What follows belongs to an exercise in optimizing a design on an open flow for small area; a production flow would make more cautious choices.
The RTL was checked by simulation tests, not by an equivalence proof against the original design.
Power is estimated from default activity; no workload was simulated. The clock port is modelled as an ideal driver; clocking choices that lean on that would not hold on a real chip.

## job 896
## ether_echo
module ether_echo
  (
   input wire         clk,
   input wire         reset,
   input wire [127:0] rx_dataout0,
   input wire [127:0] rx_dataout1,
   input wire [127:0] rx_dataout2,
   input wire [127:0] rx_dataout3,
   input wire         rx_enaout0,
   input wire         rx_sopout0,
   input wire         rx_eopout0,
   input wire         rx_eopout1,
   input wire         rx_eopout2,
   input wire         rx_eopout3,
   input wire [3:0]   rx_mtyout0,
   input wire [3:0]   rx_mtyout1,
   input wire [3:0]   rx_mtyout2,
   input wire [3:0]   rx_mtyout3,
   output reg  [511:0] send_data,
   output reg          send_valid,
   output reg          send_sop,
   output reg          send_eop,
   output wire [7:0]   send_mty,
   output wire         tx_kick,
   output wire [13:0]  tx_bytes,
   input wire          cmac_busy,
   input wire          cmac_done,
   input wire          cmac_tx_rdy
   );
    localparam [15:0] APP_KEY = 16'h3434;
    wire [5:0] recv_mty = rx_eopout3 == 1'b1 ? {2'd0, rx_mtyout3}
	       : rx_eopout2 == 1'b1 ? {2'd1, rx_mtyout2}
	       : rx_eopout1 == 1'b1 ? {2'd2, rx_mtyout1}
	       : rx_eopout0 == 1'b1 ? {2'd3, rx_mtyout0}
               : 6'd0;
    wire recv_eop = rx_eopout0 | rx_eopout1 | rx_eopout2 | rx_eopout3;
    wire [511:0] recv_data = {rx_dataout0, rx_dataout1, rx_dataout2, rx_dataout3};
    reg in_frame, idle;
    wire first = !in_frame && rx_enaout0 && rx_sopout0 && recv_data[415:400] == APP_KEY;
    wire acc = first || (in_frame && rx_enaout0);
    wire in_frame_next = (first && !recv_eop) || (in_frame && !(rx_enaout0 && recv_eop));
    always @(posedge clk) begin
	if(reset == 1'b1) begin
	    in_frame <= 1'b0;
	    idle <= 1'b1;
	end else begin
	    in_frame <= in_frame_next;
	    idle <= !in_frame_next;
	end
    end
    reg [511:0] din_q;
    reg         acc_q, first_q, last_q, single_q;
    reg [5:0]   mty_q;
    wire [95:0] recv_macs = recv_data[511:416];
    wire [95:0] recv_swapped = {recv_macs[47:0], recv_macs[95:48]};
    always @(posedge clk) begin
	din_q[511:416] <= ({96{idle}} & recv_swapped) | ({96{in_frame}} & recv_macs);
	din_q[415:0] <= recv_data[415:0];
	mty_q <= recv_mty;
	first_q <= first;
	last_q <= recv_eop;
    end
    reg [511:0] hold_q;
  ...
==> flow/config.mk <==
export PLATFORM = sky130hd
export DESIGN_NAME = ether_echo
export DESIGN_NICKNAME = ether_echo
export VERILOG_FILES = /design/flow/design.v
export SDC_FILE = /design/flow/constraint.sdc
export NUM_CORES = 4
export LEC_CHECK = 0
export CAP_MARGIN = 20
export CORE_MARGIN = 2
export CORE_UTILIZATION = 58
export SLEW_MARGIN = 20
==> flow/constraint.sdc <==
create_clock -name core_clock -period 4.0 [get_ports {clk}]
set_input_delay 0.8000 -clock core_clock [delete_from_list [all_inputs] [get_ports {clk}]]
set_output_delay 0.8000 -clock core_clock [all_outputs]
set_load 0.01 [all_outputs]
standard.sh (not shown) runs the stock make flow with config.mk's settings and CLKGATE_MAP_FILE= SYNTH_SCRIPT=/design/flow/synth_recipe.tcl, a recipe that flattens the netlist after the stock synthesis.
==> flow/flow/run.sh <==
#!/bin/bash
# Standard ORFS layout (standard.sh: the standard flow's synthesis, floorplan, power grid
# and tap cells unchanged), with two changes to how the layout is built:
#  - port buffers are buf_1 cells instead of the default clkdlybuf4s50_1
#  - clock tree synthesis inserts no dummy loads and clusters more sinks
#    per clkbuf_16 leaf buffer
set -euo pipefail
cd "$(dirname "$0")/.."
bash standard.sh \
  "BUFFER_PORTS_ARGS=-buffer_cell sky130_fd_sc_hd__buf_1" \
  "CTS_ARGS=-sink_clustering_enable -repair_clock_nets -dont_use_dummy_load -buf_list sky130_fd_sc_hd__clkbuf_16 -sink_clustering_size 30 -sink_clustering_max_diameter 80" \
  finish > flow_standard.log 2>&1
Job 896 completed end to end; final checks failed (antenna rules).
Input changes introduced in job 7846 (baseline for comparison: job 896):
Settings: GPL_TIMING_DRIVEN: unset -> 0; CORE_UTILIZATION: 58 -> 55.
==> notes.md <==
- Job 7846 gives more final design area excluding fillers than job 896 did.
- On global-route wire length before repair, job 896 beats job 7846.
- Layout-stage area growth over the synthesis result, job 896 and job 7846: lower on job 896
- Total power: job 7846 > job 896
- Per the final summary, job 7846 finished and its layout is clean on timing, DRC and antenna.
## Diff of input files: job 3865 against job 7846
Settings: changing CORE_UTILIZATION from 55 to 60; removing GPL_TIMING_DRIVEN (formerly 0).
--- outcome ---
- Job 3865 got as far as I/O pin placement, where a tool error ended the run.
- | height of the chip | higher: job 7846 |
- Diff job 7846 -> job 3865: post-synthesis compound-gate area fraction did not really move, number of placement rows went down, floorplan die width went down.
- From job 3865 to job 7846, portion of netlist area occupied by mux cells did not move at all.
- On number of register bits inferred by synthesis, job 3865 and job 7846 are neck and neck.
Here is what was changed in the inputs of job 8884 compared with job 3865.
Settings: CORE_UTILIZATION changed from 60 to 55.
-- flow/flow/run.sh --
<<< job 3865, line 10
  "BUFFER_PORTS_ARGS=-buffer_cell sky130_fd_sc_hd__buf_1" \
  "CTS_ARGS=-sink_clustering_enable -repair_clock_nets -dont_use_dummy_load -buf_list sky130_fd_sc_hd__clkbuf_16 -sink_clustering_size 30 -sink_clustering_max_diameter 80" \
  finish > flow_standard.log 2>&1
>>> job 8884, line 10
  "BUFFER_PORTS_ARGS=-buffer_cell sky130_fd_sc_hd__buf_1" \
  "CTS_ARGS=-sink_clustering_enable -repair_clock_nets -dont_use_dummy_load -buf_list sky130_fd_sc_hd__clkbuf_16 -sink_clustering_size 30 -sink_clustering_max_diameter 90" \
  finish > flow_standard.log 2>&1
## What came out
Having completed the whole flow, job 8884 delivered a layout that passed the timing, design-rule and antenna checks. Post-synth design cell area: job 8884 vs job 3865 identical. Status: share of cell area taken by muxes after synthesis parity (job 3865, job 8884). Diff job 8884..job 3865 | synthesized cell count | unchanged. In job 8884, the initial cell density of the core came out 5.2 points below the value in job 3865. Job 8884 -> job 3865: fraction of the mapped netlist area in simple logic gates flat. Die outline width (higher): job 8884. Diff job 3865..job 8884 | post-synthesis sequential element count | unchanged. In the flow results for job 3865 and job 8884, the die span in y is smaller on job 3865. Diff job 3865 and job 8884: standard-cell row count lower in job 3865.

[what the ideal ports hide]
How much do the figures lean on ideal ports? The routed layouts below were timed once more, with nothing changed but the port constraints. Step 1, drivers: a clkbuf_16 drives clk and a buf_2 each remaining input, both assumed. Step 2, shift: input delay + t, output delay - t, t = (earliest + latest rising clock arrival at the registers) / 2. This alone moves slack from input paths to output paths. Slacks: no drivers / after step 1 / after step 2; pairs: no drivers / after step 1.
run	t (ns)	slack for setup (ns)	latest minus earliest clock arrival (ns)	pins driven straight from the clock port
job 896	0.712	0.762 / 0.762 / 0.762	0.050 / 0.050	1
job 7846	0.736	0.428 / 0.428 / 0.428	0.063 / 0.063	1
job 8884	0.735	0.735 / 0.735 / 0.735	0.060 / 0.060	1
